This design comes from an exercise in tuning for small area, a short achievable clock period and few clock cycles per item on the open sky130 flow, not from production work. RTL that was checked went through simulation tests only; none was proved equivalent to the original.

Setup of the previous run:
==> flow/design.v (excerpt) <==
module Raptor64Mult(rst, clk, ld, sgn, isMuli, a, b, imm, o, done);
Size in the first run: roughly 2900 cells after synthesis, about 470 flip-flops, ~34000 um^2 of cells after synthesis.
clock: 10.0 ns
lec_check: 0
abc_clock_period_in_ps: 3000
cap_margin: 20
core_margin: 2
core_utilization: 55
setup_slack_margin: 5
slew_margin: 20
synth_hierarchical: 1
synth_minimum_keep_size: 0
run.sh (not shown) runs the stock make flow with config.mk's settings and CLKGATE_MAP_FILE= SYNTH_SCRIPT=/design/flow/synth_recipe.tcl, a recipe that flattens the netlist after the stock synthesis.
#### Input delta (the current run over the previous run)
- swapping 20 for 70 in SLEW_MARGIN
- swapping 20 for 50 in CAP_MARGIN
Changes observed in the current run relative to the previous run: met3 demand-to-capacity share in global routing down 0.32 points; count of clock buffers in the final design shrank by 9.4%; synthesized area ~0 delta; setup slack shows a reduction of 5.6 ps; proportion of register bits with asynchronous set or reset after synthesis held.
Of the two values seen for start point of the critical path, dr[9]$_DFF_P_ was produced by the current run and isMuli by the previous run.
In the current run, the total routed wirelength came out about 1.2% above the value in the previous run.
The lower worst reg2reg path depth of the previous run and the current run is in the previous run.
Between the current run and the previous run, it is the current run whose sequential share of layout area is higher, by 0.32 points.
The previous run vs the current run, endpoint of the most critical setup path: u_q2.two[4]$_DFF_P_ vs o[9]
Function was not checked in any run of this note: the RTL went through the layout flow alone.

========
## run A
Another version of the RTL of Raptor64Mult (not shown whole).
Size: about 2900 cells after synthesis, about 33000 sq um of cells after synthesis.
Settings: LEC_CHECK=0, ABC_CLOCK_PERIOD_IN_PS=3000, CAP_MARGIN=50, CORE_MARGIN=2, CORE_UTILIZATION=55, SETUP_SLACK_MARGIN=5, SLEW_MARGIN=70, SYNTH_HIERARCHICAL=1, SYNTH_MINIMUM_KEEP_SIZE=0; clock period 10.0 ns.
standard.sh (not shown) runs the stock make flow with config.mk's settings and CLKGATE_MAP_FILE= SYNTH_SCRIPT=/design/flow/synth_recipe.tcl, a recipe that flattens the netlist after the stock synthesis.
==> flow/flow/run.sh <==
#!/bin/bash
set -euo pipefail
MARGIN=$(cat flow/margin.txt)
export BUFFER_PORTS_ARGS="-buffer_cell $(cat flow/bufcell.txt)"
sed -e "s/SETUP_SLACK_MARGIN=[-0-9.]*/SETUP_SLACK_MARGIN=${MARGIN}/" standard.sh > standard_margin.sh
grep -q "SETUP_SLACK_MARGIN=${MARGIN}" standard_margin.sh
bash standard_margin.sh > standard_margin.log 2>&1
==> flow/flow/bufcell.txt <==
sky130_fd_sc_hd__buf_1
==> flow/flow/margin.txt <==
6.8
Testbench counts of run A, summed over its fixed seeds: cycles 19,200, items 2,400.
diff inputs: run A => run B
==> flow/flow/margin.txt <==
6.6
--- a/flow/config.mk
+++ b/flow/config.mk
@@ -11,0 +12 @@
+export CTS_BUF_LIST = sky130_fd_sc_hd__clkbuf_4 sky130_fd_sc_hd__clkbuf_8
### Flow results
- Run B: PASS, flow complete, no timing, DRC or antenna violations
- The number of cells on the worst reg-to-reg path in run B was higher than what run A gave.
- Slew at the pin closest to its max-slew limit in run B is 0.054 ns lower than in run A
- Run B reports its classification of the worst setup path as register to output pin while run A reports register to register.
- Comparing run A with run B, the cell count came out essentially unchanged.
Edits applied to the flow inputs when going from run B to run C:
==> flow/flow/margin.txt <==
6.7
--- a/flow/config.mk
+++ b/flow/config.mk
@@ -12 +11,0 @@
-export CTS_BUF_LIST = sky130_fd_sc_hd__clkbuf_4 sky130_fd_sc_hd__clkbuf_8
There was hardly any difference in register clock-pin slew on the reported worst setup and hold paths between run C and run B. Run B → run C: post-route clock period utilization shows a reduction of 1.2 points. From run B to run C the numbers moved as follows: iteration count of the initial detailed-routing pass held; number of nets still failing antenna checks after routing held; clock-buffer cell count went down 44; multi-input combinational area share held. Diff run C..run B | area of the die | unchanged. Total routed wirelength: run C worse than run B.

--- another note on this design; it stands on its own ---

## the baseline
// Raptor64Mult
module Raptor64Mult(rst, clk, ld, sgn, isMuli, a, b, imm, o, done);
Size in the first run: ~2800 cells after synthesis.
export LEC_CHECK = 0
export ABC_CLOCK_PERIOD_IN_PS = 5000
export CAP_MARGIN = 50
export CORE_MARGIN = 2
export CORE_UTILIZATION = 62
export CTS_BUF_LIST = sky130_fd_sc_hd__clkbuf_16
export CTS_CLUSTER_DIAMETER = 100
export CTS_CLUSTER_SIZE = 24
export SETUP_SLACK_MARGIN = 5
export SLEW_MARGIN = 70
export SYNTH_HIERARCHICAL = 1
export SYNTH_MINIMUM_KEEP_SIZE = 0
create_clock -name core_clock -period 10.0 [get_ports {clk}]
standard.sh (not shown) runs the stock make flow with config.mk's settings and CLKGATE_MAP_FILE= SYNTH_SCRIPT=/design/flow/synth_recipe.tcl, a recipe that flattens the netlist after the stock synthesis.
==> flow/flow/run.sh <==
#!/bin/bash
set -euo pipefail
MARGIN=$(cat flow/margin.txt)
export BUFFER_PORTS_ARGS="-buffer_cell $(cat flow/bufcell.txt)"
sed -e "s/SETUP_SLACK_MARGIN=[-0-9.]*/SETUP_SLACK_MARGIN=${MARGIN}/" standard.sh > standard_margin.sh
grep -q "SETUP_SLACK_MARGIN=${MARGIN}" standard_margin.sh
bash standard_margin.sh > standard_margin.log 2>&1
==> flow/flow/bufcell.txt <==
sky130_fd_sc_hd__buf_1
==> flow/flow/margin.txt <==
6.7
Testbench counts of the baseline, summed over its fixed seeds: cycles 19,200, items 2,400.
### the baseline -> the candidate
Settings: ABC_CLOCK_PERIOD_IN_PS: 5000 -> 3000.
==> notes.md <==
As far as fraction of the core area covered by cells at the end of the flow goes, the candidate and the baseline are indistinguishable; the numbers are identical.
Comparing the candidate against the baseline, there is no change at all in number of well taps.
Re met1 demand-to-capacity share in global routing: no difference whatsoever between the baseline and the candidate.
From the baseline to the candidate, number of placement rows did not move at all.
Diff the baseline..the candidate | worst setup slack | negligible
From the baseline to the candidate the numbers moved as follows: post-route DRC violation count level, count of cells along the worst register-to-register path did not really move, post-synthesis cell count held, number of clock-tree buffers in the layout ~0 delta.
As far as fraction of the mapped netlist area in simple logic gates goes, the baseline and the candidate are indistinguishable; the numbers are identical.
The baseline -> the candidate: signed area change from the synthesized netlist to the final layout delta 0, exact match

[afterwards: timing with drivers on the ports]
Ports are ideal in the flow. The routed layouts listed here were re-timed in OpenROAD. Step 1 sets driving cells, clkbuf_16 on the clock port and buf_2 on the other inputs (assumed; they add their load-dependent delay and slew). Step 2 moves the port delays by t, midway between the first and last clock arrival at a register: inputs arrive t later, outputs are due t later. That takes back most of the time a late clock gives input paths. a / b / c = ideal ports / drivers / drivers and shift; a / b = the first two.
run | shift t [ns] | slack for setup (ns) | hold WS [ns] | worst register clock-pin slew, ns | cell pins on the clock port's net
the previous run | 0.680 | 6.299 / 6.252 / 5.650 | 0.456 / 0.456 / 0.456 | 0.07 / 0.07 | 1
the current run | 0.696 | 6.293 / 6.230 / 6.174 | 0.465 / 0.465 / 0.465 | 0.07 / 0.07 | 1
run A | 0.662 | 6.800 / 6.758 / 6.242 | 0.454 / 0.454 / 0.454 | 0.07 / 0.07 | 1
run B | 0.738 | 6.625 / 6.564 / 5.981 | 0.443 / 0.443 / 0.443 | 0.08 / 0.08 | 1
run C | 0.680 | 6.742 / 6.676 / 6.344 | 0.452 / 0.452 / 0.452 | 0.07 / 0.07 | 1
the baseline | 0.638 | 6.713 / 6.652 / 6.167 | 0.353 / 0.353 / 0.353 | 0.10 / 0.10 | 1
the candidate | 0.638 | 6.713 / 6.652 / 6.167 | 0.353 / 0.353 / 0.353 | 0.10 / 0.10 | 1
After both steps setup and hold are still met in every run listed. The setup slack of the previous run, which loses most, moves by -0.047 ns with the drivers and by -0.649 ns with both steps.
